Background: an optimization exercise with open tools, aiming at small area. Do not read the settings as production practice.
RTL that was checked went through simulation tests only; none was proved equivalent to the original.
The RTL of runs 1 to 3 was laid out without a check of its function.
No activity file was given, so power comes from the tool's default toggle rates.

==> flow/design.v <==
module Processor(rst, CLK, regDisplay, proceed, LEDG, out);
	input rst, CLK;
	input [2:0] regDisplay;
	input [2:0] proceed;
	output [15:0] out;
	output [3:0] LEDG;
	localparam [5:0] R0 = 6'd0;
	localparam [5:0] C1R = 6'd1;
	localparam [5:0] C2R = 6'd2;
	localparam [5:0] C3R = 6'd3;
	localparam [5:0] C4R = 6'd4;
	localparam [5:0] C5R = 6'd5;
	localparam [5:0] F6AR = 6'd6;
	localparam [5:0] C1N = 6'd7;
	localparam [5:0] C2 = 6'd8;
	localparam [5:0] C3 = 6'd9;
	localparam [5:0] C4 = 6'd10;
	localparam [5:0] C5 = 6'd11;
	localparam [5:0] F6A = 6'd12;
	localparam [5:0] F6W = 6'd13;
	localparam [5:0] D6 = 6'd14;
	localparam [5:0] D7 = 6'd15;
	localparam [5:0] D8 = 6'd16;
	localparam [5:0] T8 = 6'd17;
	localparam [5:0] T9 = 6'd18;
	localparam [5:0] T10 = 6'd19;
	localparam [5:0] E10 = 6'd20;
	localparam [5:0] E11 = 6'd21;
	localparam [5:0] E12 = 6'd22;
	localparam [5:0] E13 = 6'd23;
	localparam [5:0] E14A = 6'd24;
	localparam [5:0] E14W = 6'd25;
	localparam [5:0] M14 = 6'd26;
	localparam [5:0] M15 = 6'd27;
	localparam [5:0] M16 = 6'd28;
	localparam [5:0] W16 = 6'd29;
	localparam [5:0] W17 = 6'd30;
	localparam [5:0] W18 = 6'd31;
	localparam [5:0] W19A = 6'd32;
	localparam [5:0] W19W1 = 6'd33;
	localparam [5:0] W19W2 = 6'd34;
	localparam [5:0] S19FA = 6'd35;
	localparam [5:0] S19FW = 6'd36;
	localparam [5:0] S20F = 6'd37;
	localparam [5:0] S20L = 6'd38;
	localparam [5:0] S0 = 6'd39;
	localparam [5:0] S1 = 6'd40;
	localparam [5:0] S2 = 6'd41;
	localparam [5:0] S3 = 6'd42;
	localparam [5:0] S4 = 6'd43;
	localparam [5:0] S5 = 6'd44;
	localparam [5:0] S6 = 6'd45;
	localparam [5:0] S7 = 6'd46;
	localparam [5:0] S8 = 6'd47;
	localparam [5:0] S9 = 6'd48;
	localparam [5:0] S10 = 6'd49;
	localparam [5:0] S11 = 6'd50;
	localparam [5:0] S12 = 6'd51;
	localparam [5:0] S13 = 6'd52;
	localparam [5:0] S14 = 6'd53;
	localparam [5:0] S15 = 6'd54;
	localparam [5:0] S16 = 6'd55;
	localparam [5:0] S17 = 6'd56;
	localparam [5:0] S18 = 6'd57;
	localparam [5:0] S19 = 6'd58;
	localparam [13:0] KRST = 14'd9;
	reg [5:0] ph, nph;
	reg [13:0] k;
	reg nf;
	reg [2:0] rdp;
	always @(*) begin
		case (ph)
			R0: nph = C1R;
			C1R: nph = C2R;
			C2R: nph = C3R;
			C3R: nph = C4R;
			C4R: nph = C5R;
			C5R: nph = F6AR;
			F6AR: nph = (proceed == 3'd0) ? D6 : F6W;
			C1N: nph = C2;
			C2: nph = C3;
			C3: nph = C4;
			C4: nph = C5;
			C5: nph = F6A;
			F6A: nph = (proceed == 3'd0) ? D6 : F6W;
			F6W: nph = (proceed == 3'd0) ? D6 : F6W;
			D6: nph = D7;
			D7: nph = D8;
			D8: nph = (proceed == 3'd1) ? T8 : D8;
			T8: nph = T9;
			T9: nph = T10;
			T10: nph = (proceed == 3'd2) ? E10 : T10;
			E10: nph = E11;
			E11: nph = E12;
			E12: nph = E13;
			E13: nph = E14A;
			E14A: nph = (proceed == 3'd3) ? M14 : E14W;
			E14W: nph = (proceed == 3'd3) ? M14 : E14W;
			M14: nph = M15;
			M15: nph = M16;
			M16: nph = (proceed == 3'd4) ? W16 : M16;
			W16: nph = W17;
			W17: nph = W18;
			W18: nph = W19A;
			W19A: nph = (proceed == 3'd5) ? S19FA : W19W1;
			W19W1: nph = (proceed == 3'd5) ? S19FW : W19W2;
			W19W2: nph = (proceed == 3'd5) ? S19FW : W19W2;
			S19FA: nph = S20F;
			S19FW: nph = S20F;
			S20F: nph = S0;
			S20L: nph = S0;
			S0: nph = (proceed == 3'd6) ? C1N : S1;
			S1: nph = S2;
			S2: nph = S3;
			S3: nph = S4;
			S4: nph = S5;
			S5: nph = S6;
			S6: nph = S7;
			S7: nph = S8;
			S8: nph = S9;
			S9: nph = S10;
			S10: nph = S11;
			S11: nph = S12;
			S12: nph = S13;
			S13: nph = S14;
			S14: nph = S15;
			S15: nph = S16;
			S16: nph = S17;
			S17: nph = S18;
			S18: nph = S19;
			S19: nph = S20L;
			default: nph = R0;
		endcase
	end
	always @(posedge CLK or negedge rst)
		if (!rst) begin
			ph <= R0;
			k <= KRST;
			nf <= 1'b0;
		end else begin
			ph <= nph;
			if (ph == W19A) k <= k + 14'd1;
			nf <= nf | k[4];
		end
	always @(posedge CLK)
		rdp <= regDisplay;
	wire hz = (k[13:5] == 9'd0);
	function [15:0] IR0; input hz; input [4:0] q; input n;
		if (!hz) IR0 = 16'd0;
		else case (q)
			5'd0, 5'd1, 5'd2, 5'd3, 5'd4, 5'd5, 5'd6, 5'd7, 5'd8, 5'd18, 5'd19, 5'd20, 5'd21, 5'd22, 5'd23, 5'd26, 5'd27, 5'd28, 5'd29, 5'd30, 5'd31: IR0 = 16'd0;
			5'd9, 5'd14: IR0 = 16'd79;
			5'd10: IR0 = 16'd207;
			5'd11: IR0 = 16'd1920;
			5'd12: IR0 = 16'd3458;
			5'd13, 5'd15: IR0 = 16'd143;
			5'd16, 5'd17: IR0 = 16'd1984;
			5'd24: IR0 = 16'd8;
			5'd25: IR0 = 16'd15;
			default: IR0 = 16'd0;
		endcase
	endfunction
	function [15:0] IR1; input hz; input [4:0] q; input n;
		if (!hz) IR1 = 16'd0;
		else case (q)
			5'd0, 5'd1, 5'd2, 5'd3, 5'd4, 5'd5, 5'd6, 5'd7, 5'd8, 5'd9, 5'd19, 5'd20, 5'd21, 5'd22, 5'd23, 5'd24, 5'd27, 5'd28, 5'd29, 5'd30, 5'd31: IR1 = 16'd0;
			5'd10, 5'd15: IR1 = 16'd79;
			5'd11: IR1 = 16'd207;
			5'd12: IR1 = 16'd1920;
			5'd13: IR1 = 16'd3458;
			5'd14, 5'd16: IR1 = 16'd143;
			5'd17, 5'd18: IR1 = 16'd1984;
			5'd25: IR1 = 16'd8;
			5'd26: IR1 = 16'd15;
			default: IR1 = 16'd0;
		endcase
	endfunction
	function [2:0] AL0; input hz; input [4:0] q; input n;
		if (!hz) AL0 = 3'd0;
		else case (q)
			5'd0, 5'd1, 5'd2, 5'd3, 5'd4, 5'd5, 5'd6, 5'd7, 5'd8, 5'd18, 5'd19, 5'd20, 5'd21, 5'd22, 5'd23, 5'd26, 5'd27, 5'd28, 5'd29, 5'd30, 5'd31: AL0 = 3'd0;
			5'd9, 5'd10, 5'd12, 5'd13, 5'd14, 5'd15, 5'd24, 5'd25: AL0 = 3'd1;
			5'd11: AL0 = 3'd2;
			5'd16: AL0 = 3'd3;
			5'd17: AL0 = 3'd4;
			default: AL0 = 3'd0;
		endcase
	endfunction
	function [2:0] AL1; input hz; input [4:0] q; input n;
		if (!hz) AL1 = 3'd0;
		else case (q)
			5'd0, 5'd1, 5'd2, 5'd3, 5'd4, 5'd5, 5'd6, 5'd7, 5'd8, 5'd9, 5'd19, 5'd20, 5'd21, 5'd22, 5'd23, 5'd24, 5'd27, 5'd28, 5'd29, 5'd30, 5'd31: AL1 = 3'd0;
			5'd10, 5'd11, 5'd13, 5'd14, 5'd15, 5'd16, 5'd25, 5'd26: AL1 = 3'd1;
			5'd12: AL1 = 3'd2;
			5'd17: AL1 = 3'd3;
			5'd18: AL1 = 3'd4;
			default: AL1 = 3'd0;
		endcase
	endfunction
	function [5:0] RF1; input hz; input [4:0] q; input n;
		if (!hz) RF1 = 6'd56;
		else case (q)
			5'd0, 5'd1, 5'd2, 5'd3, 5'd4, 5'd5, 5'd6, 5'd7, 5'd19, 5'd20, 5'd21, 5'd22, 5'd23, 5'd24, 5'd25, 5'd26, 5'd27, 5'd28, 5'd29, 5'd30, 5'd31: RF1 = 6'd56;
			5'd8, 5'd9: RF1 = (n ? 6'd56 : 6'd0);
			5'd10: RF1 = (n ? 6'd56 : 6'd32);
			5'd11: RF1 = (n ? 6'd57 : 6'd33);
			5'd12: RF1 = 6'd50;
			5'd13, 5'd14, 5'd15, 5'd16: RF1 = 6'd42;
			5'd17: RF1 = 6'd59;
			5'd18: RF1 = 6'd60;
			default: RF1 = 6'd0;
		endcase
	endfunction
	function [5:0] RP1; input hz; input [4:0] q; input n;
		if (!hz) RP1 = 6'd56;
		else case (q)
			5'd0, 5'd1, 5'd2, 5'd3, 5'd4, 5'd5, 5'd6, 5'd7, 5'd8, 5'd9, 5'd19, 5'd20, 5'd21, 5'd22, 5'd23, 5'd24, 5'd25, 5'd26, 5'd27, 5'd28, 5'd29, 5'd30, 5'd31: RP1 = 6'd56;
			5'd10: RP1 = (n ? 6'd56 : 6'd0);
			5'd11: RP1 = (n ? 6'd56 : 6'd32);
			5'd12: RP1 = (n ? 6'd58 : 6'd34);
			5'd13, 5'd14, 5'd15, 5'd16: RP1 = 6'd42;
			5'd17: RP1 = 6'd58;
			5'd18: RP1 = 6'd60;
			default: RP1 = 6'd0;
		endcase
	endfunction
	function [2:0] WD1; input hz; input [4:0] q; input n;
		if (!hz) WD1 = 3'd0;
		else case (q)
			5'd0, 5'd1, 5'd2, 5'd3, 5'd4, 5'd5, 5'd6, 5'd7, 5'd8, 5'd9, 5'd19, 5'd20, 5'd21, 5'd22, 5'd23, 5'd24, 5'd25, 5'd26, 5'd27, 5'd28, 5'd29, 5'd30, 5'd31: WD1 = 3'd0;
			5'd10, 5'd15: WD1 = 3'd1;
			5'd11, 5'd17, 5'd18: WD1 = 3'd4;
			5'd12, 5'd13, 5'd14, 5'd16: WD1 = 3'd2;
			default: WD1 = 3'd0;
		endcase
	endfunction
	reg [15:0] yIR;
	always @(*)
		case (ph)
			R0, C1R, C2R, C3R: yIR = 16'h0000;
			C4R, C5R, F6AR: yIR = 16'h004F;
			C1N, C2, C3, C4, C5, F6A, W19W1, W19W2, S19FA, S19FW, S20F, S20L, S0, S1, S2, S3, S4, S5, S6, S7, S8, S9, S10, S11, S12, S13, S14, S15, S16, S17, S18, S19: yIR = IR1(hz, k[4:0], nf);
			default: yIR = IR0(hz, k[4:0], nf);
		endcase
	reg [2:0] yAL;
	always @(*)
		case (ph)
			R0, C1R, C2R, C3R, C4R, C5R, F6AR: yAL = 3'd0;
			C1N, C2, C3, C4, C5, F6A, F6W, D6, D7, D8, T8, T9, T10, E10, E11, E12, E13, E14A, W19W1, W19W2, S19FA, S19FW, S20F, S20L, S0, S1, S2, S3, S4, S5, S6, S7, S8, S9, S10, S11, S12, S13, S14, S15, S16, S17, S18, S19: yAL = AL1(hz, k[4:0], nf);
			default: yAL = AL0(hz, k[4:0], nf);
		endcase
	reg [5:0] yR;
	always @(*)
		case (ph)
			R0, C1R, C2R, C3R, C4R, C5R, F6AR: yR = 6'd0;
			C1N, C2, C3, C4, C5, F6A, F6W, D6, D7, D8, T8, T9, T10, E10, E11, E12, E13, E14A, E14W, M14, M15, M16, W16, W17, W18, W19A, W19W2, S19FW, S20F, S20L, S0, S1, S2, S3, S4, S5, S6, S7, S8, S9, S10, S11, S12, S13, S14, S15, S16, S17, S18, S19: yR = RF1(hz, k[4:0], nf);
			default: yR = RP1(hz, k[4:0], nf);
		endcase
	reg [2:0] yW;
	always @(*)
		case (ph)
			R0, C1R, C2R, C3R, C4R, C5R, F6AR, C1N, C2, C3, C4, C5, F6A, F6W, D6, D7, D8, T8, T9, T10, E10, E11, E12, E13, E14A, E14W, M14, M15, M16, W16, W17, W18, S20L, S0, S1, S2, S3, S4, S5, S6, S7, S8, S9, S10, S11, S12, S13, S14, S15, S16, S17, S18, S19: yW = 3'd0;
			default: yW = WD1(hz, k[4:0], nf);
		endcase
	reg [3:0] L;
	always @(*)
		case (ph)
			R0, C1R, C2R, C3R, C4R, C5R, F6AR, C2, C3, C4, C5, F6A, F6W, D6: L = 4'd0;
			C1N, S20F, S20L, S0, S1, S2, S3, S4, S5, S6, S7, S8, S9, S10, S11, S12, S13, S14, S15, S16, S17, S18, S19: L = 4'd6;
			D7, D8, T8: L = 4'd1;
			T9, T10, E10: L = 4'd8;
			E11, E12, E13, E14A, E14W, M14: L = 4'd3;
			M15, M16, W16: L = 4'd4;
			default: L = 4'd5;
		endcase
	reg [15:0] o;
	always @(*)
		case (rdp)
			3'd0: o = yIR;
			3'd1: o = {13'd0, yAL};
			3'd2: o = {15'd0, yR[5]};
			3'd3: o = {14'd0, yR[4:3]};
			3'd4: o = {13'd0, yR[2:0]};
			3'd5: o = {15'd0, yW[0]};
			3'd6: o = {15'd0, yW[1]};
			default: o = {15'd0, yW[2]};
		endcase
	assign out = o;
	assign LEDG = L;
endmodule
==> flow/flow/run.sh <==
#!/bin/bash
# Own layout flow:
#  1. the standard synthesis (standard.sh synth);
#  2. the combinational logic of that netlist is re-optimised with ABC (&deepsyn with
#     a few seeds in parallel, area mapping); flip-flops are kept as they are, with
#     their names, cell types and connections; the smallest result is used;
#  3. the rest of the standard flow, with single-drive buffers on the ports.
set -euo pipefail
W=$(pwd)
YOSYS=$FLOW_HOME/../tools/install/yosys/bin/yosys
R=$W/orfs/results/$FLOW_PLATFORM/Processor/base
LIB=$FLOW_HOME/platforms/$FLOW_PLATFORM/lib/sky130_fd_sc_hd__tt_025C_1v80.lib
T=${RS_T:-240}
bash standard.sh synth > $W/flow_synth.log 2>&1
cp $R/1_2_yosys.v $W/std_1_2_yosys.v
mkdir -p $W/rs
pids=()
for S in 1 2 3 4; do
  RS_LIB=$LIB RS_IN=$W/std_1_2_yosys.v RS_OUT=$W/rs/out_$S.v RS_TAG=$S \
  RS_SCRIPT="strash; &get -n; &deepsyn -T $T -S $S; &dch -f; &nf -R 1000; &put; topo" \
    $YOSYS -c $W/flow/resynth.tcl > $W/rs/resynth_$S.log 2>&1 &
  pids+=($!)
done
for p in "${pids[@]}"; do wait $p || true; done
best=""; barea=""
for S in 1 2 3 4; do
  [[ -f $W/rs/out_$S.v && -f $W/stat_$S.txt ]] || continue
  a=$(grep "Chip area" $W/stat_$S.txt | awk '{print $NF}')
  if [[ -z "$best" ]] || awk "BEGIN{exit !($a < $barea)}"; then best=$S; barea=$a; fi
done
echo "resynthesis: seed $best, area $barea" > $W/flow_resynth_choice.log
if [[ -n "$best" ]]; then cp $W/rs/out_$best.v $R/1_2_yosys.v; fi
export BUFFER_PORTS_ARGS="-buffer_cell sky130_fd_sc_hd__buf_1"
export SKIP_REPAIR_TIE_FANOUT=1
bash standard.sh finish > $W/flow_finish.log 2>&1
==> flow/flow/resynth.tcl <==
# Re-optimise the combinational logic of the standard synthesis netlist, keeping
# every flip-flop instance (name, cell type and connections) as it is.
yosys -import
set lib $::env(RS_LIB)
set in  $::env(RS_IN)
set out $::env(RS_OUT)

set scr $::env(RS_SCRIPT)
set tag $::env(RS_TAG)
read_liberty -ignore_miss_func $lib
# flip-flops and tie cells stay as cells
foreach m [split [string trim [tee -q -s result.string select -list-mod sky130_fd_sc_hd__df* sky130_fd_sc_hd__conb_*]] "\n"] {
  blackbox $m
}
read_verilog $in
hierarchy -top Processor
flatten
opt -purge
set f [open abc_rs_$tag.script w]
puts $f $scr
close $f
abc -liberty $lib -dont_use *lpflow* -dont_use *probe* -script abc_rs_$tag.script
read_liberty -lib -overwrite -ignore_miss_func $lib
opt_clean -purge
hilomap -singleton -hicell sky130_fd_sc_hd__conb_1 HI -locell sky130_fd_sc_hd__conb_1 LO
insbuf -buf sky130_fd_sc_hd__buf_4 A X
splitnets
opt_clean -purge
tee -o stat_$tag.txt stat -liberty $lib
check -assert
write_verilog -noattr -nohex -nodec $out
==> flow/standard.sh <==
#!/bin/bash
# synth_recipe.tcl (not shown) runs the flow's synth.tcl, then flattens the netlist and writes it again
# the make line also repeats each setting of config.mk as NAME=value (left out here)
make -C /OpenROAD-flow-scripts/flow DESIGN_CONFIG=/design/flow/config.mk WORK_HOME=/design/flow/orfs CLKGATE_MAP_FILE= SYNTH_SCRIPT=/design/flow/synth_recipe.tcl "${@:-finish}"
==> flow/config.mk <==
export PLATFORM = sky130hd
export DESIGN_NAME = Processor
export DESIGN_NICKNAME = Processor
export VERILOG_FILES = /design/flow/design.v
export SDC_FILE = /design/flow/constraint.sdc
export NUM_CORES = 4
export LEC_CHECK = 0
export ABC_AREA = 1
export CAP_MARGIN = 20
export CORE_MARGIN = 2
export CORE_UTILIZATION = 40
export CTS_BUF_LIST = sky130_fd_sc_hd__clkbuf_4
export SLEW_MARGIN = 20
==> flow/constraint.sdc <==
create_clock -name core_clock -period 5.0 [get_ports {CLK}]
set_input_delay 1.0000 -clock core_clock [delete_from_list [all_inputs] [get_ports {CLK}]]
set_output_delay 1.0000 -clock core_clock [all_outputs]
set_load 0.01 [all_outputs]
==> results of run 1 <==
==> layout by cell type, fill, tap and decap left out, drive strengths merged, types with 2 or more instances in the layout <==
cell type / instances
or4: 2
buf: 55
nand2b: 4
a21oi: 17
dfrtp: 19
nand2: 24
xor2: 3
and2: 2
nor2b: 5
nor3b: 5
and3: 2
dfxtp: 3
o21ai: 17
clkinv: 5
clkbuf: 4
or3: 2
o211ai: 2
nor3: 7
nor4: 3
a211oi: 2
nand3: 6
dfstp: 2
xnor2: 14
a31oi: 3
o22ai: 4
a21boi: 2
mux2i: 3
nor2: 39
or2: 3
==> final cells by class <==
type / count / area share, %
clock buffers: 4 / 1.40
inverters: 5 / 0.875
multi-input cells: 186 / 51.5
flip-flops and latches: 24 / 27.6
well taps: 52 / 3.03
repair buffers: 55 / 15.6
==> timing repair <==
action                                  4_1_cts  5_1_grt
buffers inserted                             16       11
endpoints found under the setup margin        3       17
pin swaps                                     1        7
cloned                                        0        0
gates resized for setup                       8       15
==> through the flow <==
step	hold WS, ns	total power [uW]
6_report	0.494	1520
5_1_grt	0.523	1630
4_1_cts	0.500	1340
3_5_place_dp	0.483	1130
3_3_place_gp	0.462	1140
2_1_floorplan	0.446	958
==> metal layers <==
| layer | track usage (%) | up-vias | wire length, um |
|---|---|---|---|
| li1 | - | 894 | - |
| met1 | 27.7 | 908 | 2330 |
| met2 | 28.2 | 93 | 2320 |
| met3 | 2.39 | 18 | 340 |
| met4 | 7.55 | 0 | 155 |
| met5 | 0 | - | 0 |
==> worst max path at each step <==
| stage | to | depth (start not counted) | slack [ns] |
|---|---|---|---|
| CTS | k[13] | 32 | 0.0006 |
| detailed placement | out[6] | 18 | 0.24 |
| global route | k[13] | 32 | -0.24 |
| global placement | out[6] | 18 | 0.40 |
| floorplan | out[6] | 17 | 0.06 |
| finish | k[13] | 32 | -0.01 |
==> registers in the layout, indices dropped and copies added, names as in the netlist <==
name  cells
ph        6
nf        1
rdp       3
k        14
==> where the power goes <==
part	switching [uW]	internal [uW]	total (uW)
Combinational	595	469	1060
Sequential	109	256	365
Clock	52.7	36.5	89.2
==> worst max-delay path: cells and delay by family, from the launching register on <==
family / cells / cell delay [ns]
simple gates: 12 / 2.39
buf+inv: 17 / 1.72
flops: 1 / 0.47
compound gates: 2 / 0.20
xor+xnor: 1 / 0.13
==> flow_metrics.tcl, run 1 <==
set metrics [dict create \
    status "failed layout checks" \
    violations "setup timing" \
    gp_congestion 0.895 \
    finalCoreUtilization_pct 49.3 \
    area_delta_synth_final_pct 18.6 \
    start_util_pct 41.6 \
    antenna_found_initial 0 \
    drv_cap 0 \
    nFillCells 436 \
    slowest_delay_ns 0.47 \
    finalNonFillerCells 326 \
    grt_overflow 0 \
    fin_worst_skew_ns 0.00448 \
    layout.nets 283 \
    r2r_start "ph[1]" \
    cts-root-buf "clkbuf_4" \
    end_kind "register" \
    place_hpwl_um 3170 \
    syn-instance-count 235 \
    cts_sinks 24 \
    final-max-slew-violation-count 0 \
    cp_slowest_cell "dfrtp_2" \
    cp-startpoint "ph[1]" \
    grt_pass1_wl_um 7820 \
    finalSetupViolCount 1 \
    rr_endpoint "k[13]" \
    port_buffers 21 \
    synthesis.nets 243 \
    place_ws_ns 0.236 \
    seq_area_um2 593 \
    worstHoldStart "k[13]" \
    synth_area_um2 1810 \
    hold_depth 1 \
    tightest_slew_ns 0.515 \
    viasPerCell 5.87 \
    row_count 24 \
    drtIter0Drc 343 \
    grt_pass1_vias 1724 \
    path_clk_slew_ns 0.12 \
    regToRegSetupSlack_ns -0.01 \
    wirelength_um 5140 \
    fin_ws_ns -0.0142 \
    die_h_um 71.3 \
    ant_nets 0 \
    insertion_delay_ns 0.30 \
    ios 28 \
    drt-wirelength-per-cell_um 15.8 \
    tns_ns -0.0142 \
    diodes 0 \
    placed_cell_area_um2 1860 \
    finalCriticalPeriod_ns 5.01 \
    min_period_over_period_pct 100 \
    cts_inserted_buffers 3 \
    die_w_um 71.3 \
    clock_path_buffers 2 \
    start_kind "register" \
    min_path_type "reg -> reg" \
    drive_gt1_share_pct 21.2 \
    powerDensity_nw_per_um2 707 \
    drtPass1Iterations 5 \
    multi_input_comb_area_um2 1100 \
    dieArea_um2 5080 \
    fmax_ghz 0.199 \
    hold_viol_final 0 \
    critPathKind "reg -> reg" \
    placed_cells 295 \
    cts_max_level 1 \
    slew_headroom_pct 65.2 \
    final_area_um2 2150 \
    worst-path-max-fanout 7 \
    syn_area_per_cell_um2 7.70 \
    arrival_ns 5.22 \
    holdPathEnd "k[13]" \
    ys_warn_count 1 \
    hold_buffers 0 \
    required_ns 5.20 \
    ir_worst_vdd_mv 0.215 \
    track_usage_pct 18.8 \
    path_common_cell "buf_4" \
    p_leak_uw 0.000891 \
    grt_max_degree 22 \
    reg2reg_depth 32 \
    coreArea_um2 4350 \
    vias 1913 \
    cts_tree "done" \
    drc 0 \
]
==> run 2, diff against run 1 <==
--- a/flow/flow/run.sh
+++ b/flow/flow/run.sh
@@ -10,14 +10,14 @@
 YOSYS=$FLOW_HOME/../tools/install/yosys/bin/yosys
 R=$W/orfs/results/$FLOW_PLATFORM/Processor/base
 LIB=$FLOW_HOME/platforms/$FLOW_PLATFORM/lib/sky130_fd_sc_hd__tt_025C_1v80.lib
-T=${RS_T:-240}
+T=${RS_T:-300}
 bash standard.sh synth > $W/flow_synth.log 2>&1
 cp $R/1_2_yosys.v $W/std_1_2_yosys.v
 mkdir -p $W/rs
 pids=()
 for S in 1 2 3 4; do
   RS_LIB=$LIB RS_IN=$W/std_1_2_yosys.v RS_OUT=$W/rs/out_$S.v RS_TAG=$S \
-  RS_SCRIPT="strash; &get -n; &deepsyn -T $T -S $S; &dch -f; &nf -R 1000; &put; topo" \
+  RS_SCRIPT="strash; &get -n; &deepsyn -T $T -S $S; &put; dch -f; map -a; topo" \
     $YOSYS -c $W/flow/resynth.tcl > $W/rs/resynth_$S.log 2>&1 &
   pids+=($!)
 done
--- a/flow/flow/resynth.tcl
+++ b/flow/flow/resynth.tcl
@@ -23,7 +23,7 @@
 read_liberty -lib -overwrite -ignore_miss_func $lib
 opt_clean -purge
 hilomap -singleton -hicell sky130_fd_sc_hd__conb_1 HI -locell sky130_fd_sc_hd__conb_1 LO
-insbuf -buf sky130_fd_sc_hd__buf_4 A X
+insbuf -buf sky130_fd_sc_hd__buf_1 A X
 splitnets
 opt_clean -purge
 tee -o stat_$tag.txt stat -liberty $lib
--- a/flow/config.mk
+++ b/flow/config.mk
@@ -9,5 +9,4 @@
 export CAP_MARGIN = 20
 export CORE_MARGIN = 2
 export CORE_UTILIZATION = 40
-export CTS_BUF_LIST = sky130_fd_sc_hd__clkbuf_4
 export SLEW_MARGIN = 20
==> run 2 against run 1 <==
Effect of this change: the run now finishes clean; via count decreased by 8.4%; power is 35% lower; flip-flop and latch count unchanged; first-iteration DRC count is 69% lower; fmax grew 13%; worst setup slack improved by 0.57 ns; register-to-register slack gained 1.3 ns; clock skew is 0.00059 ns lower; routed wire length down 19%; die area fell by 2.9%; highest routed layer unchanged; utilization decreased by 5.2 points; critical endpoint is now out[1]; non-clock buffer count is 34 lower.
==> flow_metrics.tcl, run 2 <==
set metrics [dict create \
    wirelength_um 4180 \
    port_buffers 21 \
    diodes 0 \
    hold_buffers 0 \
    p_seq_share_pct 28.7 \
    coreArea_um2 4290 \
    placed_cells 326 \
    powerDensity_nw_per_um2 518 \
    routed.top_layer "met4" \
    viasPerCell 5.31 \
    cts_setup_buffers 0 \
    drc 0 \
    cp_top_family "simple AND/OR/NAND/NOR gates" \
    die_h_um 70.2 \
    layout.nets 287 \
    drive_gt1_share_pct 4.68 \
    final_common_cell "nor2_1" \
    finalCriticalPeriod_ns 4.45 \
    clock_path_buffers 2 \
    p_int_uw 509 \
    status "no timing/DRC/antenna violations" \
    grt_pass1_wl_um 6890 \
    place_hpwl_um 3270 \
    worst-path-max-fanout 4 \
    insertion_delay_ns 0.27 \
    drtIter0Drc 105 \
    gp_congestion 0.949 \
    vias 1753 \
    syn-instance-count 273 \
    ant_nets 0 \
    clkPwrFrac_pct 17.6 \
    finalSetupViolCount 0 \
    syn_area_per_cell_um2 6.42 \
    finalCoreUtilization_pct 44.1 \
    nFillCells 464 \
    track_usage_pct 17.2 \
    end_kind "output pin" \
    finalNonFillerCells 330 \
    crit_buf_inv 6 \
    fin_worst_skew_ns 0.00389 \
    grt_pass1_vias 1530 \
    grt_overflow 0 \
    die_w_um 70.2 \
    p_leak_uw 0.000777 \
    cts_inserted_buffers 3 \
    cts-root-buf "clkbuf_8" \
    cp_slowest_cell "dfstp_2" \
    wl_met2_um 2000 \
    switching_share_pct 48.2 \
    path_cells "clkinv_1 > nor2_1 > clkinv_1 > nor2_1 > clkinv_1 > nand2_1 > clkinv_1 > nor2_1 > nand2_1 > nand2_1 > xor2_1 > o2111ai_1 > o31ai_1 > a41oi_1 > nand2_1 > clkinv_1 > o21ai_0 > nand3b_1 > o2111ai_1 > buf_1" \
    fin_hold_ws_ns 0.483 \
    path_clk_slew_ns 0.09 \
    largest_reg_flops 14 \
    critPathKind "reg -> out" \
    ir_worst_vdd_mv 0.252 \
    wl_met3_um 178 \
    cts_sinks 24 \
    min_period_over_period_pct 88.9 \
    drtPass1Iterations 4 \
    slowest_delay_ns 0.57 \
    start_util_pct 40.8 \
    cts_max_level 1 \
    p_sw_uw 473 \
    drv_cap 0 \
    min_path_type "reg -> reg" \
    start_kind "register" \
    synth_area_um2 1750 \
    row_count 24 \
    hold_viol_final 0 \
    arrival_ns 3.45 \
    area_delta_synth_final_pct 8.07 \
    largest_registers "k x14, ph x6, rdp x3" \
    final_cell_mix "nor2_1 (64), clkinv_1 (43), nand2_1 (27), buf_1 (20), dfrtp_1 (19)" \
    finalPower_uw 982 \
    cts_resized 0 \
    cts_tree "done" \
    top_register "k" \
    ys_warn_count 1 \
    comb_power_share_pct 53.7 \
    synthesis.nets 281 \
    grt_max_degree 22 \
    required_ns 4.00 \
    final-max-slew-violation-count 0 \
    ios 28 \
    grt_setup_unrepaired "false" \
    fmax_ghz 0.225 \
    antenna_found_initial 0 \
    path_common_cell "clkinv_1" \
    tns_ns 0 \
    drt-wirelength-per-cell_um 12.7 \
    wl_met1_um 1960 \
    dieArea_um2 4930 \
]
[run 2: final timing paths]
| kind | startpoint | endpoint | slack (ns) | depth (start not counted) |
|---|---|---|---|---|
| setup / recovery | k[3] | out[1] | 0.55 | 20 |
| hold / removal | k[13] | k[13] | 0.48 | 1 |
| setup reg to reg | ph[3] | k[13] | 1.28 | 20 |
| hold reg to reg | k[13] | k[13] | 0.48 | 1 |
| max in group asynchronous | rst | k[0] | 3.98 | 1 |
| min in group asynchronous | rst | k[2] | 0.67 | 1 |
[run 2: power by group through the flow]
stage	clock network, uW	registers (uW)	logic, uW
final	173	281	527
after CTS	175	280	522
after detailed placement	0	284	519
after global routing	183	286	599
after global placement	0	283	532
after floorplan	0	269	423
[run 2: layer usage]
layer / track usage, % / vias up
li1: - / 899
met1: 22.7 / 800
met2: 28.6 / 50
met3: 2.60 / 4
met4: 5.98 / 0
met5: 0 / -
[run 2: worst register-to-register path: stages (launching register included)]
cell,delay (ns)
dfrtp_1,0.46
nor2_1,0.17
clkinv_1,0.16
nor2_1,0.20
clkinv_1,0.13
nor3_1,0.31
clkinv_1,0.15
nor2_1,0.27
nand2_1,0.08
nor2_1,0.17
nand2_1,0.10
nor2_1,0.25
and3_2,0.29
nand2_1,0.06
nor2_1,0.16
nand2_1,0.11
clkinv_1,0.08
nand2_1,0.05
nor2_1,0.19
nand2_1,0.10
xnor2_1,0.13
[run 2: layout make-up]
type / count / area [um^2] / share of cell area (%)
Inverter: 43 / 161 / 8.52
Clock buffer: 3 / 41.3 / 2.18
Sequential cell: 24 / 588 / 31.0
Clock inverter: 1 / 30.0 / 1.59
Multi-Input combinational cell: 186 / 928 / 49.0
Tap cell: 52 / 65.1 / 3.43
Timing Repair Buffer: 21 / 80.1 / 4.23
[run 2: through the flow]
stage,worst slack (ns),cell area (um^2)
after global placement,0.789,1820
after global routing,0.150,1890
after detailed placement,0.892,1820
after floorplan,1.31,1750
final,0.555,1890
after CTS,0.567,1890
==> run 3, diff against run 2 <==
==> flow/design.v (replaced) <==
module Processor(rst, CLK, regDisplay, proceed, LEDG, out);
	input rst, CLK;
	input [2:0] regDisplay;
	input [2:0] proceed;
	output [15:0] out;
	output [3:0] LEDG;
	localparam [5:0] R0 = 6'd0;
	localparam [5:0] C1R = 6'd1;
	localparam [5:0] C2R = 6'd2;
	localparam [5:0] C3R = 6'd3;
	localparam [5:0] C4R = 6'd4;
	localparam [5:0] C5R = 6'd5;
	localparam [5:0] F6AR = 6'd6;
	localparam [5:0] C1N = 6'd7;
	localparam [5:0] C2 = 6'd8;
	localparam [5:0] C3 = 6'd9;
	localparam [5:0] C4 = 6'd10;
	localparam [5:0] C5 = 6'd11;
	localparam [5:0] F6A = 6'd12;
	localparam [5:0] F6W = 6'd13;
	localparam [5:0] D6 = 6'd14;
	localparam [5:0] D7 = 6'd15;
	localparam [5:0] D8 = 6'd16;
	localparam [5:0] T8 = 6'd17;
	localparam [5:0] T9 = 6'd18;
	localparam [5:0] T10 = 6'd19;
	localparam [5:0] E10 = 6'd20;
	localparam [5:0] E11 = 6'd21;
	localparam [5:0] E12 = 6'd22;
	localparam [5:0] E13 = 6'd23;
	localparam [5:0] E14A = 6'd24;
	localparam [5:0] E14W = 6'd25;
	localparam [5:0] M14 = 6'd26;
	localparam [5:0] M15 = 6'd27;
	localparam [5:0] M16 = 6'd28;
	localparam [5:0] W16 = 6'd29;
	localparam [5:0] W17 = 6'd30;
	localparam [5:0] W18 = 6'd31;
	localparam [5:0] W19A = 6'd32;
	localparam [5:0] W19W1 = 6'd33;
	localparam [5:0] W19W2 = 6'd34;
	localparam [5:0] S19FA = 6'd35;
	localparam [5:0] S19FW = 6'd36;
	localparam [5:0] S20F = 6'd37;
	localparam [5:0] S20L = 6'd38;
	localparam [5:0] S0 = 6'd39;
	localparam [5:0] S1 = 6'd40;
	localparam [5:0] S2 = 6'd41;
	localparam [5:0] S3 = 6'd42;
	localparam [5:0] S4 = 6'd43;
	localparam [5:0] S5 = 6'd44;
	localparam [5:0] S6 = 6'd45;
	localparam [5:0] S7 = 6'd46;
	localparam [5:0] S8 = 6'd47;
	localparam [5:0] S9 = 6'd48;
	localparam [5:0] S10 = 6'd49;
	localparam [5:0] S11 = 6'd50;
	localparam [5:0] S12 = 6'd51;
	localparam [5:0] S13 = 6'd52;
	localparam [5:0] S14 = 6'd53;
	localparam [5:0] S15 = 6'd54;
	localparam [5:0] S16 = 6'd55;
	localparam [5:0] S17 = 6'd56;
	localparam [5:0] S18 = 6'd57;
	localparam [5:0] S19 = 6'd58;
	localparam [13:0] KRST = 14'd1;
	reg [5:0] ph, nph;
	reg [13:0] k;
	reg nf;
	reg [2:0] rdp;
	always @(*) begin
		case (ph)
			R0: nph = C1R;
			C1R: nph = C2R;
			C2R: nph = C3R;
			C3R: nph = C4R;
			C4R: nph = C5R;
			C5R: nph = F6AR;
			F6AR: nph = (proceed == 3'd0) ? D6 : F6W;
			C1N: nph = C2;
			C2: nph = C3;
			C3: nph = C4;
			C4: nph = C5;
			C5: nph = F6A;
			F6A: nph = (proceed == 3'd0) ? D6 : F6W;
			F6W: nph = (proceed == 3'd0) ? D6 : F6W;
			D6: nph = D7;
			D7: nph = D8;
			D8: nph = (proceed == 3'd1) ? T8 : D8;
			T8: nph = T9;
			T9: nph = T10;
			T10: nph = (proceed == 3'd2) ? E10 : T10;
			E10: nph = E11;
			E11: nph = E12;
			E12: nph = E13;
			E13: nph = E14A;
			E14A: nph = (proceed == 3'd3) ? M14 : E14W;
			E14W: nph = (proceed == 3'd3) ? M14 : E14W;
			M14: nph = M15;
			M15: nph = M16;
			M16: nph = (proceed == 3'd4) ? W16 : M16;
			W16: nph = W17;
			W17: nph = W18;
			W18: nph = W19A;
			W19A: nph = (proceed == 3'd5) ? S19FA : W19W1;
			W19W1: nph = (proceed == 3'd5) ? S19FW : W19W2;
			W19W2: nph = (proceed == 3'd5) ? S19FW : W19W2;
			S19FA: nph = S20F;
			S19FW: nph = S20F;
			S20F: nph = S0;
			S20L: nph = S0;
			S0: nph = (proceed == 3'd6) ? C1N : S1;
			S1: nph = S2;
			S2: nph = S3;
			S3: nph = S4;
			S4: nph = S5;
			S5: nph = S6;
			S6: nph = S7;
			S7: nph = S8;
			S8: nph = S9;
			S9: nph = S10;
			S10: nph = S11;
			S11: nph = S12;
			S12: nph = S13;
			S13: nph = S14;
			S14: nph = S15;
			S15: nph = S16;
			S16: nph = S17;
			S17: nph = S18;
			S18: nph = S19;
			S19: nph = S20L;
			default: nph = R0;
		endcase
	end
	always @(posedge CLK or negedge rst)
		if (!rst) begin
			ph <= R0;
			k <= KRST;
			nf <= 1'b0;
		end else begin
			ph <= nph;
			if (ph == W19A) k <= k + 14'd1;
			nf <= nf | k[4];
		end
	always @(posedge CLK)
		rdp <= regDisplay;
	wire hz = (k[13:5] == 9'd0);
	wire e_ir = ~((ph == C4R) || (ph == C5R) || (ph == F6AR) || (ph == F6W) || (ph == D6) || (ph == D7) || (ph == D8) || (ph == T8) || (ph == T9) || (ph == T10) || (ph == E10) || (ph == E11) || (ph == E12) || (ph == E13) || (ph == E14A) || (ph == E14W) || (ph == M14) || (ph == M15) || (ph == M16) || (ph == W16) || (ph == W17) || (ph == W18) || (ph == W19A));
	wire e_al = ~((ph == E14W) || (ph == M14) || (ph == M15) || (ph == M16) || (ph == W16) || (ph == W17) || (ph == W18) || (ph == W19A));
	wire e_rg = ~(1'b0);
	wire e_w = ~(1'b0);
	wire e = (rdp == 3'd0) ? e_ir : (rdp == 3'd1) ? e_al : (rdp[2] & (rdp[1] | rdp[0])) ? e_w : e_rg;
	wire [4:0] x = k[4:0] - KRST[4:0] - {4'd0, e};
	wire g_p = (ph == W19W1) || (ph == S19FA);
	wire g_w = (ph == W19A) || (ph == W19W1) || (ph == W19W2) || (ph == S19FA) || (ph == S19FW) || (ph == S20F);
	function [15:0] TIR; input hz; input [4:0] q; input n;
		if (!hz) TIR = 16'd0;
		else case (q)
			5'd0, 5'd5: TIR = 16'd79;
			5'd1: TIR = 16'd207;
			5'd2: TIR = 16'd1920;
			5'd3: TIR = 16'd3458;
			5'd4, 5'd6: TIR = 16'd143;
			5'd7, 5'd8: TIR = 16'd1984;
			5'd9, 5'd10, 5'd11, 5'd12, 5'd13, 5'd14, 5'd17, 5'd18, 5'd19, 5'd20, 5'd21, 5'd22, 5'd23, 5'd24, 5'd25, 5'd26, 5'd27, 5'd28, 5'd29, 5'd30, 5'd31: TIR = 16'd0;
			5'd15: TIR = 16'd8;
			5'd16: TIR = 16'd15;
			default: TIR = 16'd0;
		endcase
	endfunction
	function [2:0] TAL; input hz; input [4:0] q; input n;
		if (!hz) TAL = 3'd0;
		else case (q)
			5'd0, 5'd1, 5'd3, 5'd4, 5'd5, 5'd6, 5'd15, 5'd16: TAL = 3'd1;
			5'd2: TAL = 3'd2;
			5'd7: TAL = 3'd3;
			5'd8: TAL = 3'd4;
			5'd9, 5'd10, 5'd11, 5'd12, 5'd13, 5'd14, 5'd17, 5'd18, 5'd19, 5'd20, 5'd21, 5'd22, 5'd23, 5'd24, 5'd25, 5'd26, 5'd27, 5'd28, 5'd29, 5'd30, 5'd31: TAL = 3'd0;
			default: TAL = 3'd0;
		endcase
	endfunction
	function [5:0] TRF; input hz; input [4:0] q; input n;
		if (!hz) TRF = 6'd56;
		else case (q)
			5'd0: TRF = (n ? 6'd56 : 6'd32);
			5'd1: TRF = (n ? 6'd57 : 6'd33);
			5'd2: TRF = 6'd50;
			5'd3, 5'd4, 5'd5, 5'd6: TRF = 6'd42;
			5'd7: TRF = 6'd59;
			5'd8: TRF = 6'd60;
			5'd9, 5'd10, 5'd11, 5'd12, 5'd13, 5'd14, 5'd15, 5'd16, 5'd17, 5'd18, 5'd19, 5'd20, 5'd21, 5'd22, 5'd23, 5'd24, 5'd25, 5'd26, 5'd27, 5'd28, 5'd29: TRF = 6'd56;
			5'd30, 5'd31: TRF = (n ? 6'd56 : 6'd0);
			default: TRF = 6'd0;
		endcase
	endfunction
	function [5:0] TRP; input hz; input [4:0] q; input n;
		if (!hz) TRP = 6'd56;
		else case (q)
			5'd0: TRP = (n ? 6'd56 : 6'd0);
			5'd1: TRP = (n ? 6'd56 : 6'd32);
			5'd2: TRP = (n ? 6'd58 : 6'd34);
			5'd3, 5'd4, 5'd5, 5'd6: TRP = 6'd42;
			5'd7: TRP = 6'd58;
			5'd8: TRP = 6'd60;
			5'd9, 5'd10, 5'd11, 5'd12, 5'd13, 5'd14, 5'd15, 5'd16, 5'd17, 5'd18, 5'd19, 5'd20, 5'd21, 5'd22, 5'd23, 5'd24, 5'd25, 5'd26, 5'd27, 5'd28, 5'd29, 5'd30, 5'd31: TRP = 6'd56;
			default: TRP = 6'd0;
		endcase
	endfunction
	function [2:0] TWD; input hz; input [4:0] q; input n;
		if (!hz) TWD = 3'd0;
		else case (q)
			5'd0, 5'd5: TWD = 3'd1;
			5'd1, 5'd7, 5'd8: TWD = 3'd4;
			5'd2, 5'd3, 5'd4, 5'd6: TWD = 3'd2;
			5'd9, 5'd10, 5'd11, 5'd12, 5'd13, 5'd14, 5'd15, 5'd16, 5'd17, 5'd18, 5'd19, 5'd20, 5'd21, 5'd22, 5'd23, 5'd24, 5'd25, 5'd26, 5'd27, 5'd28, 5'd29, 5'd30, 5'd31: TWD = 3'd0;
			default: TWD = 3'd0;
		endcase
	endfunction
	wire [15:0] yIR = TIR(hz, x, nf);
	wire [2:0] yAL = TAL(hz, x, nf);
	wire [5:0] yR = g_p ? TRP(hz, x, nf) : TRF(hz, x, nf);
	wire [2:0] yW = g_w ? TWD(hz, x, nf) : 3'd0;
	reg [3:0] L;
	always @(*)
		case (ph)
			R0, C1R, C2R, C3R, C4R, C5R, F6AR, C2, C3, C4, C5, F6A, F6W, D6: L = 4'd0;
			C1N, S20F, S20L, S0, S1, S2, S3, S4, S5, S6, S7, S8, S9, S10, S11, S12, S13, S14, S15, S16, S17, S18, S19: L = 4'd6;
			D7, D8, T8: L = 4'd1;
			T9, T10, E10: L = 4'd8;
			E11, E12, E13, E14A, E14W, M14: L = 4'd3;
			M15, M16, W16: L = 4'd4;
			default: L = 4'd5;
		endcase
	reg [15:0] o;
	always @(*)
		case (rdp)
			3'd0: o = yIR;
			3'd1: o = {13'd0, yAL};
			3'd2: o = {15'd0, yR[5]};
			3'd3: o = {14'd0, yR[4:3]};
			3'd4: o = {13'd0, yR[2:0]};
			3'd5: o = {15'd0, yW[0]};
			3'd6: o = {15'd0, yW[1]};
			default: o = {15'd0, yW[2]};
		endcase
	assign out = o;
	assign LEDG = L;
endmodule
==> run 3 against run 2 <==
Effect of this change: register-to-register slack improved by 0.34 ns; largest cell class unchanged; global-route usage rose by 0.59 points; first-iteration DRC count rose by 130%; utilization rose by 4.2 points; still clean.
==> flow_metrics.tcl, run 3 <==
set metrics [dict create \
    status "no timing/DRC/antenna violations" \
    synth_area_um2 1670 \
    layout.nets 280 \
    finalPower_uw 1000 \
    cts_sinks 24 \
    hold_viol_final 0 \
    grt_pass1_wl_um 6440 \
    fmax_ghz 0.209 \
    final_cell_mix "nor2_1 (50), clkinv_1 (36), buf_1 (21), nand2_1 (19), a21oi_1 (18)" \
    tightest_slew_ns 0.541 \
    row_count 23 \
    finalCriticalPeriod_ns 4.80 \
    antenna_found_initial 0 \
    tns_ns 0 \
    cts_max_level 1 \
    viasPerCell 5.59 \
    reg2reg_depth 16 \
    place_hpwl_um 3020 \
    track_usage_pct 17.8 \
    end_kind "output pin" \
    drive_gt1_share_pct 15.5 \
    drtIter0Drc 241 \
    ios 28 \
    syn_area_per_cell_um2 6.60 \
    area_delta_synth_final_pct 15.9 \
    fin_ws_ns 0.205 \
    grt_pass1_vias 1541 \
    ir_worst_vdd_mv 0.154 \
    grt_overflow 0 \
    insertion_delay_ns 0.27 \
    r2r_start "ph[4]" \
    syn-instance-count 253 \
    final_common_cell "nor2_1" \
    clock_path_buffers 2 \
    vias 1794 \
    die_h_um 68.6 \
    hold_buffers 0 \
    min_path_type "reg -> reg" \
    drt-wirelength-per-cell_um 13.2 \
    critPathKind "reg -> out" \
    worst-path-max-fanout 5 \
    min_period_over_period_pct 95.9 \
    fin_worst_skew_ns 0.00220 \
    grt_max_degree 22 \
    p_leak_uw 0.000831 \
    coreArea_um2 4000 \
    top_register "k" \
    place_ws_ns 0.296 \
    holdPathEnd "k[13]" \
    largest_reg_flops 14 \
    path_clk_slew_ns 0.08 \
    dieArea_um2 4710 \
    drv_cap 0 \
    die_w_um 68.6 \
    hold_depth 1 \
    drtPass1Iterations 5 \
    regToRegSetupSlack_ns 1.62 \
    start_kind "register" \
    worstHoldStart "k[13]" \
    final-max-slew-violation-count 0 \
    slew_headroom_pct 63.6 \
    start_util_pct 41.7 \
    rr_endpoint "k[13]" \
    finalSetupViolCount 0 \
    cts-root-buf "clkbuf_8" \
    powerDensity_nw_per_um2 519 \
    diodes 0 \
    required_ns 4.00 \
    wirelength_um 4220 \
    drc 0 \
    ant_nets 0 \
    cts_tree "done" \
    arrival_ns 3.80 \
    ys_warn_count 1 \
    cts_inserted_buffers 3 \
    port_buffers 21 \
    largest_registers "k x14, ph x6, rdp x3" \
    synthesis.nets 261 \
    gp_congestion 0.942 \
]
## run 3: cell type report
class,instances,area (um^2)
Sequential cell,24,592
Fill cell,415,2070
Multi-Input combinational cell,170,912
Clock buffer,4,45.0
Timing Repair Buffer,34,176
Inverter,39,146
Tap cell,50,62.6
## run 3: how the worst max path moves through the flow
stage | from | to | slack [ns] | cells after the start
after global routing | ph[4] | out[1] | -0.14 | 25
final | ph[4] | out[1] | 0.20 | 26
after global placement | ph[2] | out[1] | 0.36 | 23
after detailed placement | ph[4] | out[1] | 0.30 | 25
after CTS | ph[4] | out[1] | 0.03 | 26
after floorplan | ph[4] | out[1] | 0.77 | 26
## run 3: timing repair
item,in CTS,in global routing
resized for setup,2,20
setup buffers,0,10
pin swaps,0,4
setup endpoints to repair,1,8
## run 3: critical path, stage by stage (launching register included)
cell and delay, ns:
dfrtp_2 0.46, nor2_2 0.20, clkinv_1 0.11, nor2_1 0.18, inv_2 0.08, nor3_4 0.15, inv_2 0.06, nand2_1 0.10
nand2_1 0.08, nand2_1 0.06, clkinv_1 0.09, o21ai_0 0.09, nand2_1 0.14, clkinv_1 0.10, nand3_1 0.11, nand2_2 0.11
o31ai_2 0.10, o41ai_1 0.08, nand4_1 0.16, nor2_1 0.14, clkinv_1 0.11, a21oi_2 0.19, nor2_2 0.09, clkinv_1 0.07
nor3_2 0.04, a2111o_1 0.28, buf_1 0.13
## run 3: stage by stage
| stage | utilization (%) | instance area (um^2) | hold slack, ns | instances |
|---|---|---|---|---|
| 6_report | 48.4 | 1930 | 0.476 | 321 |
| 5_1_grt | 48.4 | 1930 | 0.504 | 321 |
| 4_1_cts | 45.2 | 1810 | 0.478 | 311 |
| 3_5_place_dp | 43.9 | 1760 | 0.459 | 307 |
| 3_3_place_gp | 43.9 | 1760 | 0.462 | 307 |
| 2_1_floorplan | - | 1670 | 0.443 | 253 |
## run 3: power breakdown
part / total (uW) / switching (uW) / internal, uW / leakage, uW
combinational: 613 / 386 / 226 / 0.000510
clock: 118 / 61.1 / 57.0 / 0.0000228
sequential: 274 / 43.6 / 230 / 0.000298
## run 3: routing by layer
layer | vias to the layer above | part of all wire (%) | GRT usage (%) | routed length (um)
met4 | 0 | 3.2 | 7.75 | 136
li1 | 873 | - | - | -
met3 | 19 | 7.3 | 3.08 | 307
met1 | 811 | 43 | 23.8 | 1830
met5 | - | 0 | 0 | 0
met2 | 91 | 46 | 28.0 | 1940
==> run 4, diff against run 3 <==
==> flow/design.v (replaced) <==
module Processor(rst, CLK, regDisplay, proceed, LEDG, out);
	input rst, CLK;
	input [2:0] regDisplay;
	input [2:0] proceed;
	output [15:0] out;
	output [3:0] LEDG;
	localparam [5:0] F6 = 6'd6, D8 = 6'd9, T10 = 6'd12, E14 = 6'd17, M16 = 6'd20,
		W19A = 6'd24, W19B = 6'd25, S19F = 6'd26, S0 = 6'd28, S20L = 6'd48;
	localparam [13:0] KRST = 14'd1;
	reg [5:0] m;
	reg s;
	reg [13:0] k;
	reg nf;
	reg [2:0] rdp;
	reg [2:0] want;
	reg waits;
	always @(*) begin
		waits = 1'b1;
		want = 3'd0;
		case (m)
			F6:   want = 3'd0;
			D8:   want = 3'd1;
			T10:  want = 3'd2;
			E14:  want = 3'd3;
			M16:  want = 3'd4;
			W19A, W19B: want = 3'd5;
			S0:   want = 3'd6;
			default: waits = 1'b0;
		endcase
	end
	wire ok = (proceed == want);
	wire hold = waits & ~ok & (m != W19A) & (m != S0);
	always @(posedge CLK or negedge rst)
		if (!rst) begin
			m <= 6'd0;
			s <= 1'b0;
			k <= KRST;
			nf <= 1'b0;
		end else begin
			s <= hold | (m == W19A && ok);
			if (m == W19A) k <= k + 14'd1;
			nf <= nf | k[4];
			if (m == S20L) m <= S0;
			else if (m == S0 && ok) m <= 6'd1;
			else if (m == W19A && ok) m <= S19F;
			else if (!hold) m <= m + 6'd1;
		end
	always @(posedge CLK)
		rdp <= regDisplay;
	function [15:0] TIR; input hz; input [4:0] q; input n;
		if (!hz) TIR = 16'd0;
		else case (q)
			5'd0, 5'd5: TIR = 16'd79;
			5'd1: TIR = 16'd207;
			5'd2: TIR = 16'd1920;
			5'd3: TIR = 16'd3458;
			5'd4, 5'd6: TIR = 16'd143;
			5'd7, 5'd8: TIR = 16'd1984;
			5'd9, 5'd10, 5'd11, 5'd12, 5'd13, 5'd14, 5'd17, 5'd18, 5'd19, 5'd20, 5'd21, 5'd22, 5'd23, 5'd24, 5'd25, 5'd26, 5'd27, 5'd28, 5'd29, 5'd30, 5'd31: TIR = 16'd0;
			5'd15: TIR = 16'd8;
			5'd16: TIR = 16'd15;
			default: TIR = 16'd0;
		endcase
	endfunction
	function [2:0] TAL; input hz; input [4:0] q; input n;
		if (!hz) TAL = 3'd0;
		else case (q)
			5'd0, 5'd1, 5'd3, 5'd4, 5'd5, 5'd6, 5'd15, 5'd16: TAL = 3'd1;
			5'd2: TAL = 3'd2;
			5'd7: TAL = 3'd3;
			5'd8: TAL = 3'd4;
			5'd9, 5'd10, 5'd11, 5'd12, 5'd13, 5'd14, 5'd17, 5'd18, 5'd19, 5'd20, 5'd21, 5'd22, 5'd23, 5'd24, 5'd25, 5'd26, 5'd27, 5'd28, 5'd29, 5'd30, 5'd31: TAL = 3'd0;
			default: TAL = 3'd0;
		endcase
	endfunction
	function [5:0] TRF; input hz; input [4:0] q; input n;
		if (!hz) TRF = 6'd56;
		else case (q)
			5'd0: TRF = (n ? 6'd56 : 6'd32);
			5'd1: TRF = (n ? 6'd57 : 6'd33);
			5'd2: TRF = 6'd50;
			5'd3, 5'd4, 5'd5, 5'd6: TRF = 6'd42;
			5'd7: TRF = 6'd59;
			5'd8: TRF = 6'd60;
			5'd9, 5'd10, 5'd11, 5'd12, 5'd13, 5'd14, 5'd15, 5'd16, 5'd17, 5'd18, 5'd19, 5'd20, 5'd21, 5'd22, 5'd23, 5'd24, 5'd25, 5'd26, 5'd27, 5'd28, 5'd29: TRF = 6'd56;
			5'd30, 5'd31: TRF = (n ? 6'd56 : 6'd0);
			default: TRF = 6'd0;
		endcase
	endfunction
	function [5:0] TRP; input hz; input [4:0] q; input n;
		if (!hz) TRP = 6'd56;
		else case (q)
			5'd0: TRP = (n ? 6'd56 : 6'd0);
			5'd1: TRP = (n ? 6'd56 : 6'd32);
			5'd2: TRP = (n ? 6'd58 : 6'd34);
			5'd3, 5'd4, 5'd5, 5'd6: TRP = 6'd42;
			5'd7: TRP = 6'd58;
			5'd8: TRP = 6'd60;
			5'd9, 5'd10, 5'd11, 5'd12, 5'd13, 5'd14, 5'd15, 5'd16, 5'd17, 5'd18, 5'd19, 5'd20, 5'd21, 5'd22, 5'd23, 5'd24, 5'd25, 5'd26, 5'd27, 5'd28, 5'd29, 5'd30, 5'd31: TRP = 6'd56;
			default: TRP = 6'd0;
		endcase
	endfunction
	function [2:0] TWD; input hz; input [4:0] q; input n;
		if (!hz) TWD = 3'd0;
		else case (q)
			5'd0, 5'd5: TWD = 3'd1;
			5'd1, 5'd7, 5'd8: TWD = 3'd4;
			5'd2, 5'd3, 5'd4, 5'd6: TWD = 3'd2;
			5'd9, 5'd10, 5'd11, 5'd12, 5'd13, 5'd14, 5'd15, 5'd16, 5'd17, 5'd18, 5'd19, 5'd20, 5'd21, 5'd22, 5'd23, 5'd24, 5'd25, 5'd26, 5'd27, 5'd28, 5'd29, 5'd30, 5'd31: TWD = 3'd0;
			default: TWD = 3'd0;
		endcase
	endfunction
	wire hz = (k[13:5] == 9'd0);
	wire rpath = ~nf & hz & (k[4:0] == KRST[4:0]);    
	wire e_ir = ~((m == F6 && s) || (m >= 6'd7 && m <= W19A) || (rpath && m >= 6'd4 && m <= F6));
	wire e_al = ~((m == E14 && s) || (m >= 6'd18 && m <= W19A));
	wire e = (rdp == 3'd0) ? e_ir : (rdp == 3'd1) ? e_al : 1'b1;
	wire [4:0] x = k[4:0] - KRST[4:0] - {4'd0, e};
	wire g_p = (m == W19B && !s) || (m == S19F && s);    
	wire g_w = (m >= W19A && m <= 6'd27);                 
	wire [15:0] yIR = TIR(hz, x, nf);
	wire [2:0] yAL = TAL(hz, x, nf);
	wire [5:0] yR = g_p ? TRP(hz, x, nf) : TRF(hz, x, nf);
	wire [2:0] yW = g_w ? TWD(hz, x, nf) : 3'd0;
	reg [3:0] L;
	always @(*)
		if (m == 6'd1) L = rpath ? 4'b0000 : 4'b0110;
		else if (m <= 6'd7) L = 4'b0000;
		else if (m <= 6'd10) L = 4'b0001;
		else if (m <= 6'd13) L = 4'b1000;
		else if (m <= 6'd18) L = 4'b0011;
		else if (m <= 6'd21) L = 4'b0100;
		else if (m <= S19F) L = 4'b0101;
		else L = 4'b0110;
	reg [15:0] o;
	always @(*)
		case (rdp)
			3'd0: o = yIR;
			3'd1: o = {13'd0, yAL};
			3'd2: o = {15'd0, yR[5]};
			3'd3: o = {14'd0, yR[4:3]};
			3'd4: o = {13'd0, yR[2:0]};
			3'd5: o = {15'd0, yW[0]};
			3'd6: o = {15'd0, yW[1]};
			default: o = {15'd0, yW[2]};
		endcase
	assign out = o;
	assign LEDG = L;
endmodule
--- a/flow/flow/run.sh
+++ b/flow/flow/run.sh
@@ -17,7 +17,7 @@
 pids=()
 for S in 1 2 3 4; do
   RS_LIB=$LIB RS_IN=$W/std_1_2_yosys.v RS_OUT=$W/rs/out_$S.v RS_TAG=$S \
-  RS_SCRIPT="strash; &get -n; &deepsyn -T $T -S $S; &put; dch -f; map -a; topo" \
+  RS_SCRIPT="strash; &get -n; &deepsyn -T $T -S $S; &put; dch -f; map -D ${RS_D:-1600}; topo; stime -c" \
     $YOSYS -c $W/flow/resynth.tcl > $W/rs/resynth_$S.log 2>&1 &
   pids+=($!)
 done
@@ -32,4 +32,5 @@
 if [[ -n "$best" ]]; then cp $W/rs/out_$best.v $R/1_2_yosys.v; fi
 export BUFFER_PORTS_ARGS="-buffer_cell sky130_fd_sc_hd__buf_1"
 export SKIP_REPAIR_TIE_FANOUT=1
+export CTS_ARGS="-sink_clustering_enable -repair_clock_nets -dont_use_dummy_load -sink_clustering_size 30 -sink_clustering_max_diameter 100"
 bash standard.sh finish > $W/flow_finish.log 2>&1
==> run 4 against run 3 <==
Effect of this change: critical path depth shrank 12; worst setup slack better by 0.60 ns; via count fell by 7.9%.
==> flow_metrics.tcl, run 4 <==
set metrics [dict create \
    cts_tree "done" \
    antenna_found_initial 0 \
    rr_endpoint "k[13]" \
    critPathKind "reg -> out" \
    ant_nets 0 \
    start_kind "register" \
    synth_area_um2 1660 \
    fmax_ghz 0.239 \
    path_clk_slew_ns 0.10 \
    row_count 23 \
    cts_resized 0 \
    die_w_um 68.4 \
    status "no timing/DRC/antenna violations" \
    cp-startpoint "k[12]" \
    powerDensity_nw_per_um2 558 \
    cts_sinks 25 \
    vias 1652 \
    syn_area_per_cell_um2 6.57 \
    viasPerCell 5.38 \
    synthesis.nets 260 \
    place_hpwl_um 2960 \
    reg2reg_depth 14 \
    largest_registers "k x14, m x6, rdp x3" \
    gp_congestion 0.899 \
    regToRegSetupSlack_ns 1.54 \
    grt_setup_unrepaired "false" \
    final_cell_mix "nor2_1 (43), nand2_1 (39), clkinv_1 (31), buf_1 (21), dfrtp_1 (21)" \
    layout.nets 267 \
    grt_overflow 0 \
    drtPass1Iterations 4 \
    insertion_delay_ns 0.27 \
    area_delta_synth_final_pct 6.95 \
    tns_ns 0 \
    drc 0 \
    critPathCapture "out[8]" \
    grt_max_degree 23 \
    die_h_um 68.4 \
    largest_reg_flops 14 \
    hold_viol_final 0 \
    dieArea_um2 4670 \
    tightest_slew_ns 0.643 \
    arrival_ns 3.19 \
    required_ns 4.00 \
    port_buffers 21 \
    r2r_start "m[4]" \
    grt_pass1_vias 1390 \
    cts_setup_buffers 0 \
    ir_worst_vdd_mv 0.178 \
    final_common_cell "nor2_1" \
    slew_headroom_pct 56.8 \
    min_path_type "reg -> reg" \
    end_kind "output pin" \
    cts_inserted_buffers 3 \
    ios 28 \
    cts_max_level 1 \
    clock_path_buffers 2 \
    start_util_pct 41.4 \
    finalCoreUtilization_pct 44.3 \
    drtIter0Drc 167 \
    finalCriticalPeriod_ns 4.19 \
    final_area_um2 1770 \
    wirelength_um 3770 \
    worst-path-max-fanout 6 \
    syn-instance-count 252 \
    drv_cap 0 \
    finalSetupViolCount 0 \
    cts-root-buf "clkbuf_8" \
    grt_pass1_wl_um 6320 \
    fin_worst_skew_ns 0.0131 \
    top_register "k" \
    min_period_over_period_pct 83.9 \
    diodes 0 \
    drt-wirelength-per-cell_um 12.3 \
    placed_cell_area_um2 1730 \
    ys_warn_count 1 \
    track_usage_pct 17.7 \
    drive_gt1_share_pct 3.11 \
    final-max-slew-violation-count 0 \
    hold_buffers 0 \
    coreArea_um2 4000 \
    p_leak_uw 0.000782 \
]
## run 4: cell count changes in the layout (fill, tap and decap cells not counted), moves of 3 or more
cell,before,now
clkinv_1,36,31
nor2_2,4,0
dfrtp_1,16,21
inv_2,3,0
nand3_1,7,17
dfrtp_2,4,0
a22oi_1,6,1
nor2_1,50,43
buf_4,13,1
o21ai_0,11,16
nand2_1,19,39
a31oi_1,5,2
## run 4: area by class of cell
class / count / area, um^2
fillers: 420 / 2230
flip-flops and latches: 25 / 612
multi-input cells: 176 / 853
inverters: 31 / 116
clock buffers: 3 / 41.3
well taps: 50 / 62.6
repair buffers: 22 / 86.3
## run 4: worst min path at each step
stage | slack, ns | from | endpoint | cells past startpoint
floorplan | 0.44 | k[13] | k[13] | 1
global placement | 0.46 | k[13] | k[13] | 1
detailed placement | 0.46 | k[13] | k[13] | 1
CTS | 0.48 | k[13] | k[13] | 1
global route | 0.50 | k[13] | k[13] | 1
finish | 0.47 | k[13] | k[13] | 1
## run 4: per-stage QoR
stage / cells / hold WS, ns / setup slack, ns / total power, uW
2_1_floorplan: 252 / 0.442 / 1.60 / 753
3_3_place_gp: 304 / 0.460 / 1.17 / 874
3_5_place_dp: 304 / 0.462 / 1.16 / 864
4_1_cts: 307 / 0.483 / 0.828 / 986
5_1_grt: 307 / 0.501 / 0.525 / 1090
6_report: 307 / 0.475 / 0.807 / 988
## run 4: critical path: stages (launching register included)
cell and delay (ns):
dfrtp_1 0.41, nor4_1 0.27, nand4_1 0.21, nor3_1 0.31, o21ai_0 0.12, nand2_1 0.10, nand3_1 0.18, nand2_1 0.17
a21oi_1 0.05, o21ai_0 0.29, nand3_1 0.19, clkinv_1 0.10, a21oi_1 0.09, or2_2 0.29, buf_1 0.13
## run 4: routing by layer
layer | share of wire (%) | GRT usage [%] | vias to the layer above
met3 | 7.6 | 3.78 | 4
met2 | 44 | 28.5 | 69
li1 | - | - | 848
met4 | 1.4 | 5.25 | 0
met1 | 47 | 23.8 | 731
met5 | 0 | 0 | -
## run 4: power breakdown
group	internal (uW)	leakage [uW]	switching, uW
clock network	54.0	0.0000216	64.8
logic	183	0.000445	375
registers	247	0.000315	64.0
==> run 5, diff against run 4 <==
--- a/flow/flow/run.sh
+++ b/flow/flow/run.sh
@@ -32,5 +32,5 @@
 if [[ -n "$best" ]]; then cp $W/rs/out_$best.v $R/1_2_yosys.v; fi
 export BUFFER_PORTS_ARGS="-buffer_cell sky130_fd_sc_hd__buf_1"
 export SKIP_REPAIR_TIE_FANOUT=1
-export CTS_ARGS="-sink_clustering_enable -repair_clock_nets -dont_use_dummy_load -sink_clustering_size 30 -sink_clustering_max_diameter 100"
+export CTS_ARGS="-sink_clustering_enable -repair_clock_nets -dont_use_dummy_load"
 bash standard.sh finish > $W/flow_finish.log 2>&1
==> run 5 against run 4 <==
Effect of this change: critical path depth unchanged; sequential power about the same; synthesized cell count unchanged; flip-flop and latch count unchanged; final area unchanged; clock power about the same; area after synthesis unchanged; largest power group unchanged; count of clock-buffer cells in the layout unchanged; worst setup slack unchanged.
==> flow_metrics.tcl, run 5 <==
set metrics [dict create \
    powerDensity_nw_per_um2 558 \
    coreArea_um2 4000 \
    ant_nets 0 \
    syn-instance-count 252 \
    grt_pass1_vias 1390 \
    ys_warn_count 1 \
    wl_met3_um 287 \
    die_h_um 68.4 \
    cts_setup_buffers 0 \
    start_util_pct 41.4 \
    place_hpwl_um 2960 \
    critPathKind "reg -> out" \
    track_usage_pct 17.7 \
    final_area_um2 1770 \
    grt_max_degree 23 \
    insertion_delay_ns 0.27 \
    wl_met2_um 1670 \
    status "no timing/DRC/antenna violations" \
    path_cells "nor4_1 > nand4_1 > nor3_1 > o21ai_0 > nand2_1 > nand3_1 > nand2_1 > a21oi_1 > o21ai_0 > nand3_1 > clkinv_1 > a21oi_1 > or2_2 > buf_1" \
    die_w_um 68.4 \
    drive_gt1_share_pct 3.11 \
    slowest_delay_ns 0.41 \
    routed.top_layer "met4" \
    drtPass1Iterations 4 \
    hold_buffers 0 \
    cp_top_family "simple AND/OR/NAND/NOR gates" \
    final_common_cell "nor2_1" \
    p_seq_share_pct 31.5 \
    drc 0 \
    cts-root-buf "clkbuf_8" \
    cts_tree "done" \
    cts_sinks 25 \
    ir_worst_vdd_mv 0.178 \
    cts_resized 0 \
    drv_cap 0 \
    comb_power_share_pct 56.5 \
    tns_ns 0 \
    clock_path_buffers 2 \
    vias 1652 \
    p_leak_uw 0.000782 \
    synthesis.nets 260 \
    p_int_uw 484 \
    min_path_type "reg -> reg" \
    end_kind "output pin" \
    cts_inserted_buffers 3 \
    clkPwrFrac_pct 12.0 \
    cts_max_level 1 \
    drt-wirelength-per-cell_um 12.3 \
    worst-path-max-fanout 6 \
    place_ws_ns 1.16 \
    diodes 0 \
    switching_share_pct 51.0 \
    final_cell_mix "nor2_1 (43), nand2_1 (39), clkinv_1 (31), buf_1 (21), dfrtp_1 (21)" \
    area_delta_synth_final_pct 6.95 \
    drtIter0Drc 167 \
    finalCriticalPeriod_ns 4.19 \
    path_clk_slew_ns 0.10 \
    start_kind "register" \
    largest_reg_flops 14 \
    dieArea_um2 4670 \
    cp_slowest_cell "dfrtp_1" \
    crit_buf_inv 2 \
    nFillCells 420 \
    viasPerCell 5.38 \
    arrival_ns 3.19 \
    grt_setup_unrepaired "false" \
    tightest_slew_ns 0.643 \
    final-max-slew-violation-count 0 \
    fin_worst_skew_ns 0.0131 \
    placed_cell_area_um2 1730 \
    min_period_over_period_pct 83.9 \
    multi_input_comb_area_um2 853 \
    p_sw_uw 504 \
    slew_headroom_pct 56.8 \
    ios 28 \
    top_register "k" \
    row_count 23 \
    seq_area_um2 612 \
    grt_pass1_wl_um 6320 \
    gp_congestion 0.899 \
    synth_area_um2 1660 \
    syn_area_per_cell_um2 6.57 \
    finalSetupViolCount 0 \
    wirelength_um 3770 \
    port_buffers 21 \
    layout.nets 267 \
    largest_registers "k x14, m x6, rdp x3" \
    grt_overflow 0 \
    fmax_ghz 0.239 \
    antenna_found_initial 0 \
    fin_ws_ns 0.807 \
    wl_met1_um 1760 \
    hold_viol_final 0 \
    required_ns 4.00 \
]
run 5: path summary, 6_finish.rpt:
check	startpoint	endpoint	slack [ns]	cells past startpoint
worst max-delay path	k[12]	out[8]	0.81	14
worst min-delay path	k[13]	k[13]	0.47	1
worst max register to register	m[4]	k[13]	1.54	14
worst min register to register	k[13]	k[13]	0.47	1
max in group asynchronous	rst	k[0]	4.05	2
min in group asynchronous	rst	k[10]	0.67	2
run 5: per-layer routing:
| metal | global-route usage [%] | vias to the layer above |
|---|---|---|
| met1 | 23.8 | 731 |
| met2 | 28.5 | 69 |
| met5 | 0 | - |
| li1 | - | 848 |
| met3 | 3.78 | 4 |
| met4 | 5.25 | 0 |
run 5: stage by stage:
stage	power (uW)	cells	hold slack, ns	util, %
3_5_place_dp	864	304	0.462	43.3
5_1_grt	1090	307	0.501	44.3
4_1_cts	986	307	0.483	44.3
2_1_floorplan	753	252	0.442	-
3_3_place_gp	874	304	0.460	43.3
6_report	988	307	0.475	44.3
run 5: power groups by stage:
stage | clock [uW] | sequential [uW] | combinational (uW)
after floorplan | 0 | 296 | 456
after global placement | 0 | 313 | 561
after detailed placement | 0 | 312 | 552
after CTS | 123 | 308 | 554
after global routing | 128 | 319 | 643
final | 119 | 311 | 558
run 5: cell type report:
class                      instances  area share (%)
clock buffer                       3            2.33
inverter                          31            6.57
multi-input combinational        176            48.2
sequential                        25            34.5
tap                               50            3.53
timing repair buffer              22            4.87

Setup slack of run 5, layout unchanged: 0.807 ns with ideal ports, 0.781 ns with driving cells assumed (clock clkbuf_16, inputs buf_2), 1.072 ns with port delays also shifted by the 0.291 ns mid clock arrival.
